Context: an optimization exercise on an open-source flow, tuned for small area. The choices shown serve that exercise and are no tape-out recipe. In this exercise RTL edits were held to simulation tests only and were not proved equivalent to the original. No activity file was given, so power comes from the tool's default toggle rates.

Design yduck_soc, start of the top module:
module yduck_soc (
	input wire clk,
	input wire rst,                  
	output wire [15:0] rom_addr,
	input wire [15:0] rom_data,
	input wire [15:0] gpio_in,
	output wire [15:0] gpio_out,
	output wire T0_PWM_P,
	output wire T0_PWM_N,
	output wire T1_PWM_P,
	output wire T1_PWM_N,
	input wire [3:0] intp_ext,
	input wire intp_s
);
clock: 12.0 ns
lec_check: 0
abc_area: 1
cap_margin: 20
core_margin: 2
core_utilization: 50
slew_margin: 20
standard.sh (not shown) runs the stock make flow with config.mk's settings and CLKGATE_MAP_FILE= SYNTH_SCRIPT=/design/flow/synth_recipe.tcl, a recipe that flattens the netlist after the stock synthesis.
==> flow/flow/run.sh <==
#!/bin/bash
# Layout flow: the standard flow (standard.sh) with these changes:
#  - synthesis: ABC maps the combinational logic for area (three rounds) and leaves buffering and gate
#    sizing to OpenROAD's repair steps. Flip-flops are mapped (dfflibmap) before ABC runs,
#    so the registers, their names and cell types are those of the standard synthesis.
#  - clock tree: clkbuf_16 sink clusters of up to 24 flops, no dummy balancing loads.
#  - port buffers: buf_2 cells; buf_4 and buf_6 not used.
# Each tool's output goes to the ORFS logs under orfs/logs; make's own output to make.log.
set -euo pipefail
W=$(pwd)
cat > "$W/abc_area_nobuf.script" <<'EOT'
&get -n
&st
&dch
&nf -R 1000 -p
&put
&get -n
&st
&dch
&nf -R 1000 -p
&put
&get -n
&st
&dch
&nf -R 1000 -p
&put
topo
EOT
{
	head -n 1 "$W/synth_recipe.tcl"
	echo "proc abc {args} { set i [lsearch \$args -script]; if {\$i >= 0} { lset args [expr {\$i+1}] $W/abc_area_nobuf.script }; yosys abc {*}\$args }"
	tail -n +2 "$W/synth_recipe.tcl"
} > "$W/area_synth.tcl"
# The platform's don't-use cells, plus the mid-size buffers, so that OpenROAD's repair
# steps buffer high-fanout nets with buf_2 cells.
DONT_USE="sky130_fd_sc_hd__probe_p_8 sky130_fd_sc_hd__probec_p_8 sky130_fd_sc_hd__lpflow_bleeder_1 sky130_fd_sc_hd__lpflow_clkbufkapwr_1 sky130_fd_sc_hd__lpflow_clkbufkapwr_16 sky130_fd_sc_hd__lpflow_clkbufkapwr_2 sky130_fd_sc_hd__lpflow_clkbufkapwr_4 sky130_fd_sc_hd__lpflow_clkbufkapwr_8 sky130_fd_sc_hd__lpflow_clkinvkapwr_1 sky130_fd_sc_hd__lpflow_clkinvkapwr_16 sky130_fd_sc_hd__lpflow_clkinvkapwr_2 sky130_fd_sc_hd__lpflow_clkinvkapwr_4 sky130_fd_sc_hd__lpflow_clkinvkapwr_8 sky130_fd_sc_hd__lpflow_decapkapwr_12 sky130_fd_sc_hd__lpflow_decapkapwr_3 sky130_fd_sc_hd__lpflow_decapkapwr_4 sky130_fd_sc_hd__lpflow_decapkapwr_6 sky130_fd_sc_hd__lpflow_decapkapwr_8 sky130_fd_sc_hd__lpflow_inputiso0n_1 sky130_fd_sc_hd__lpflow_inputiso0p_1 sky130_fd_sc_hd__lpflow_inputiso1n_1 sky130_fd_sc_hd__lpflow_inputiso1p_1 sky130_fd_sc_hd__lpflow_inputisolatch_1 sky130_fd_sc_hd__lpflow_isobufsrc_1 sky130_fd_sc_hd__lpflow_isobufsrc_16 sky130_fd_sc_hd__lpflow_isobufsrc_2 sky130_fd_sc_hd__lpflow_isobufsrc_4 sky130_fd_sc_hd__lpflow_isobufsrc_8 sky130_fd_sc_hd__lpflow_isobufsrckapwr_16 sky130_fd_sc_hd__lpflow_lsbuf_lh_hl_isowell_tap_1 sky130_fd_sc_hd__lpflow_lsbuf_lh_hl_isowell_tap_2 sky130_fd_sc_hd__lpflow_lsbuf_lh_hl_isowell_tap_4 sky130_fd_sc_hd__lpflow_lsbuf_lh_isowell_4 sky130_fd_sc_hd__lpflow_lsbuf_lh_isowell_tap_1 sky130_fd_sc_hd__lpflow_lsbuf_lh_isowell_tap_2 sky130_fd_sc_hd__lpflow_lsbuf_lh_isowell_tap_4 sky130_fd_sc_hd__buf_4 sky130_fd_sc_hd__buf_6"
bash "$W/standard.sh" SYNTH_SCRIPT="$W/area_synth.tcl" \
	CTS_ARGS="-sink_clustering_enable -repair_clock_nets -sink_clustering_size 24 -sink_clustering_max_diameter 70 -buf_list sky130_fd_sc_hd__clkbuf_16 -dont_use_dummy_load" \
	BUFFER_PORTS_ARGS="-buffer_cell sky130_fd_sc_hd__buf_2" \
	DONT_USE_CELLS="$DONT_USE" \
	finish > "$W/make.log" 2>&1
The first run ran to the end with no violations.
==> next run, changes <==
--- a/flow/design.v
+++ b/flow/design.v
@@ -75,44 +75,41 @@
 			state <= IDLE;
 	end
 end
 wire wbk = (state == WBK);
 wire inp = (state == CPL) | (state == WBK) | (state == RIN);
 wire [15:0] idata = (jpc | jpc_r | dwi | inp) ? 16'h0 : rom_data;
 wire [3:0]  op_d  = idata[15:12];
 wire [3:0]  op2   = idata[7:4];
 wire        dsw_d = (op_d <= SW);
 wire        dsv   = (op_d == SV) | (dsw_d & (op2 == SV));
-wire        op2d_ok = (op2 == NF) | (op2 == SV) | (op2 == IN) | (op2 == SW);
-wire [3:0]  rb_d  = dsw_d ? (op2d_ok ? idata[3:0] : 4'h0) :
-                    ((op_d == CR) | (op_d == LA) | (op_d == LO)) ? idata[7:4] : 4'h1;
-reg  [3:0]  rb;
 always @(posedge clk) begin
 	if (rst_r) begin
 		idata_r <= 16'h0;
-		rb <= 4'h0;
 		jpc <= 1'b0;
 		jpc_r <= 1'b0;
 		dwi <= 1'b0;
 	end else begin
 		idata_r <= idata;
-		rb <= rb_d;
 		jpc <= (op_d == JA) | (op_d == JW);
 		jpc_r <= jpc;
 		dwi <= dsv;
 	end
 end
 wire [3:0] op    = idata_r[15:12];
 wire       dsw_r = (op <= SW);
 wire [7:0] imm   = idata_r[7:0];
 wire       int_jpc = jpc | wbk;
 wire [3:0] ra = idata_r[11:8];
+wire       op2r_ok = (idata_r[7:4] == NF) | (idata_r[7:4] == SV) | (idata_r[7:4] == IN) | (idata_r[7:4] == SW);
+wire [3:0] rb = dsw_r ? (op2r_ok ? idata_r[3:0] : 4'h0) :
+                ((op == CR) | (op == LA) | (op == LO)) ? idata_r[7:4] : 4'h1;
 wire [15:0] pc_rd = (int_jpc & pcb_v) ? pcb_d : PC;
 reg [15:0] a, b;
 integer n;
 always @(*) begin
 	a = (DK & {16{ra == 4'h1}}) | (pc_rd & {16{ra == 4'hf}});
 	b = (DK & {16{rb == 4'h1}}) | (pc_rd & {16{rb == 4'hf}});
 	for (n = 2; n <= 14; n = n + 1) begin
 		a = a | (RX[n] & {16{ra == n}});
 		b = b | (RX[n] & {16{rb == n}});
 	end
=>
- The new run ran to the end with no violations
- area after synthesis is about the same
- critical path depth came out higher by 4
- global-route usage came out lower by 0.59 points
- final cell count came out higher by 1.3%
- register-to-register slack gains 150 ps
- setup slack gains 150 ps
- flip-flop and latch count came out lower by 4
- non-clock buffer count came out higher by 16
- power came out higher by 5.1%
- die area is about the same
- worst hold slack loses 15 ps
- via count barely changes
- first-iteration DRC count came out lower by 14%
- final area is about the same

[re-timing with driven ports]
In the flow no input, the clock included, has a driving cell. The finished layouts below were timed again as built, in two steps.
Step 1: set_driving_cell puts a clkbuf_16 on clk and a buf_2 on each other input, an assumption about the parent block.
Step 2 moves the port delays by t, midway between the first and last clock arrival at a register: inputs arrive t later, outputs are due t later. That takes back most of the time a late clock gives input paths.
Slacks: ideal / step 1 / step 2; pairs: ideal / step 1.
| run | t (ns) | setup WS [ns] | worst hold slack (ns) | worst register clock-pin slew, ns |
|---|---|---|---|---|
| the first run | 0.706 | 0.646 / 0.646 / 0.646 | 0.417 / 0.417 / 0.417 | 0.10 / 0.10 |
| the second run | 0.709 | 0.798 / 0.798 / 0.798 | 0.401 / 0.401 / 0.401 | 0.10 / 0.10 |
After both steps every run listed still meets setup and hold.
